This is an optimization exercise on Yosys and OpenROAD, whose aim is small area, not a production implementation.
In this exercise RTL edits were held to simulation tests only and were not proved equivalent to the original.
Power and IR drop assume default switching activity.

==> flow/design.v (excerpt) <==
module ADPLL #(
    parameter PW=32, DW=12, AW=10
)(
    input wire clk, rst,     
    input wire signed [DW-1:0] in,
    input wire signed [PW-1:0] base_freq,
    output logic signed [DW-1:0] sin, cos,
    output logic signed [PW-1:0] freq
);
For scale: ~4600 cells after synthesis, ~950 flip-flops, ~41000 µm² of cells after synthesis.
clock: 10.0 ns
lec_check: 0
abc_area: 1
cap_margin: 20
core_margin: 2
core_utilization: 75
cts_buf_list: sky130_fd_sc_hd__clkbuf_16
cts_cluster_diameter: 60
cts_cluster_size: 30
place_density: 0.85
slew_margin: 20
synth_memory_max_bits: 16384
standard.sh (not shown) runs the stock make flow with config.mk's settings and CLKGATE_MAP_FILE= SYNTH_SCRIPT=/design/flow/synth_recipe.tcl, a recipe that flattens the netlist after the stock synthesis.
==> flow/flow/run.sh <==
#!/bin/bash
# The standard layout, with the port buffers made of the platform's smallest
# buffer (sky130_fd_sc_hd__buf_1) instead of the cell buffer_ports picks by
# default. Every input and output port still gets its buffer.
set -o pipefail
cp standard.sh standard.sh.txt
export BUFFER_PORTS_ARGS="-buffer_cell sky130_fd_sc_hd__buf_1"
bash standard.sh > standard.log 2>&1
The starting point ran to the end with no violations.
==> next run, changes <==
--- a/flow/design.v
+++ b/flow/design.v
@@ -19,44 +19,41 @@
     input wire ci,
     output wire [W-1:0] s
 );
     wire cl, c0, c1;
     wire [W-K-1:0] h0, h1;
     Rca #(K) lo(a[K-1:0], b[K-1:0], ci, s[K-1:0], cl);
     Rca #(W-K) hi0(a[W-1:K], b[W-1:K], 1'b0, h0, c0);
     Rca #(W-K) hi1(a[W-1:K], b[W-1:K], 1'b1, h1, c1);
     assign s[W-1:K] = cl ? h1 : h0;
 endmodule
-module WordRing #(parameter W = 12, L = 6, PB = 3, NP = 1, QB = 1, XP = 0)(
+module WordRing #(parameter W = 12, L = 6, PB = 3, NP = 1, QB = 1)(
     input wire clk, clr, arm, shiftp,
-    input wire [PB-1:0] xphase,    
     input wire [W-1:0] sum,        
     output wire [W-1:0] base,
     output wire [W-1:0] head,
-    output wire [PB-1:0] phase,
+    output logic [PB-1:0] phase,
     output logic [QB-1:0] pass,
     output wire run
 );
     logic [W-1:0] r [L];
     logic pending, started;
     assign head = r[0];
     assign run = started | (pending & (phase == '0));
     wire last = (phase == PB'(L - 1));
     wire lastpass = (pass == QB'(NP - 1));
     assign base = (shiftp && pass == '0) ? (last ? '0 : r[1]) : r[0];
-    wire [W-1:0] tail = (clr | run) ? sum : r[0];
-    logic [PB-1:0] ph;
-    assign phase = XP ? xphase : ph;
+    wire [W-1:0] tail = clr ? '0 : run ? sum : r[0];
     always_ff@(posedge clk) begin
         for(int j = 0; j < L - 1; j++) r[j] <= r[j+1];
         r[L-1] <= tail;
-        ph <= (clr | last) ? '0 : ph + 1'b1;
+        phase <= (clr | last) ? '0 : phase + 1'b1;
     end
     always_ff@(posedge clk) begin
         if(clr) begin
             pending <= 1'b0;
             started <= 1'b0;
             pass <= '0;
         end
         else begin
             if(arm) pending <= 1'b1;
             else if(run & last & lastpass) pending <= 1'b0;
@@ -194,37 +191,36 @@
                 {3'd3, 3'd4}: begin en = 1'b1; sh = 4'd11; ng = 1'b0; end
                 {3'd0, 3'd5}: begin en = 1'b1; sh = 4'd8; ng = 1'b0; end
                 {3'd1, 3'd5}: begin en = 1'b1; sh = 4'd11; ng = 1'b1; end
                 default: ;
             endcase
         end
     end
     assign En = Run & en;
     assign Sh = Run ? sh : 4'd0;
     assign Ng = Run & en & ng;
-    WordRing #(12, 6, 3, 5, 3, 0) ring(Clock, Clr, Arm, Odd, 3'd0, Sum, Base, head, phase, pass, Run);
+    WordRing #(12, 6, 3, 5, 3) ring(Clock, Clr, Arm, Odd, Sum, Base, head, phase, pass, Run);
     always_ff@(posedge Clock) begin
         if(Clr) begin
             Out <= '0;
         end
         else if(Run && Odd && pass == 3'd0 && phase == 3'd0) begin
             Out <= head[11:1];
         end
     end
 endmodule
 module FIR_Kaiser_17Taps_LP_0d500
 (
     input wire Clock,
     input wire Clr,
     input wire Arm,
     input wire Odd,
-    input wire [5:0] Lo,
     input wire [11:0] Sum,         
     output wire [11:0] Base,       
     output wire Run,
     output logic En,
     output logic [3:0] Sh,
     output logic Ng,
     output logic [8:0] Out         
 );
     wire [11:0] head;
     wire [2:0] phase;
@@ -265,21 +261,21 @@
                 {3'd1, 3'd6}: begin en = 1'b1; sh = 4'd11; ng = 1'b1; end
                 {3'd0, 3'd7}: begin en = 1'b1; sh = 4'd9; ng = 1'b1; end
                 {3'd1, 3'd7}: begin en = 1'b1; sh = 4'd11; ng = 1'b0; end
                 default: ;
             endcase
         end
     end
     assign En = Run & en;
     assign Sh = Run ? sh : 4'd0;
     assign Ng = Run & en & ng;
-    WordRing #(12, 8, 3, 5, 3, 1) ring(Clock, Clr, Arm, Odd, Lo[2:0], Sum, Base, head, phase, pass, Run);
+    WordRing #(12, 8, 3, 5, 3) ring(Clock, Clr, Arm, Odd, Sum, Base, head, phase, pass, Run);
     always_ff@(posedge Clock) begin
         if(Clr) begin
             Out <= '0;
         end
         else if(Run && Odd && pass == 3'd0 && phase == 3'd0) begin
             Out <= head[11:3];
         end
     end
 endmodule
 module FIR_Kaiser_25Taps_LP_0d125
@@ -498,21 +494,21 @@
     wire [11:0] term = (en1 | en2 | en3) ? 12'(xs >>> sh) : 12'd0;
     wire [11:0] base1, base2;
     wire [10:0] base3;
     wire [8:0] head3;
     wire [11:0] bsel = ({12{run1}} & base1) | ({12{run2}} & base2) | ({12{run3}} & {1'b0, base3});
     wire ng = ng1 | ng2 | ng3;
     wire [11:0] rsum;
     wire rco;
     Rca #(12) radd(bsel, term ^ {12{ng}}, ng, rsum, rco);
     FIR_Kaiser_25Taps_LP_0d125 fir3(clk, init, arm3, y2, rsum[10:0], base3, head3, run3, en3, sh3, ng3, pr, y3_prev);
-    FIR_Kaiser_17Taps_LP_0d500 fir2(clk, init, arm2, c62, lo, rsum, base2, run2, en2, sh2, ng2, y2);
+    FIR_Kaiser_17Taps_LP_0d500 fir2(clk, init, arm2, c62, rsum, base2, run2, en2, sh2, ng2, y2);
     FIR_Kaiser_13Taps_LP_0d500 fir1(clk, init, arm1, c125, rsum, base1, run1, en1, sh1, ng1, y1);
     logic pr;
     wire j42 = (hi == 4'd0) && (lo == 6'd0);
     wire j41 = (hi == 4'd9) && (lo == 6'd39);
     always_ff@(posedge clk) begin
         if(init) pr <= 1'b0;
         else if(c125 && c62 && hi == 4'd8 && lo == 6'd37) pr <= 1'b1;
         else if(j42) pr <= 1'b0;
     end
     wire st = pr & y3_prev[0];
Result: Total power decreases by 4.9%. Register-to-register slack barely changes. Count of clock-buffer cells in the layout came out lower by 1. Final area is higher by 0.67%. Core utilization came out lower by 0.87 points. Hold slack degrades by 5.1 ps. Cell count came out higher by 0.57%. Setup slack is worse by 12 ps.

## afterwards: timing with drivers on the ports
Ports are ideal in the flow. The routed layouts listed here were re-timed in OpenROAD.
Step 1, drivers: a clkbuf_16 drives clk and a buf_2 each remaining input, both assumed.
Step 2 adds t to the input delays and takes it off the output delays; t is the mean of the earliest and latest rising clock arrival at the registers after step 1. Input paths then give back, and output paths get back, about the clock's delay inside the block.
Three values: ideal ports, drivers, drivers and shift; two values: the first two.
run | t, ns | setup slack, ns | worst slew at a driven data input, ns
the first run | 0.677 | 0.347 / 0.347 / 0.347 | 0.09
the second run | 0.683 | 0.335 / 0.335 / 0.335 | 0.11
After both steps setup and hold are still met in every run listed.
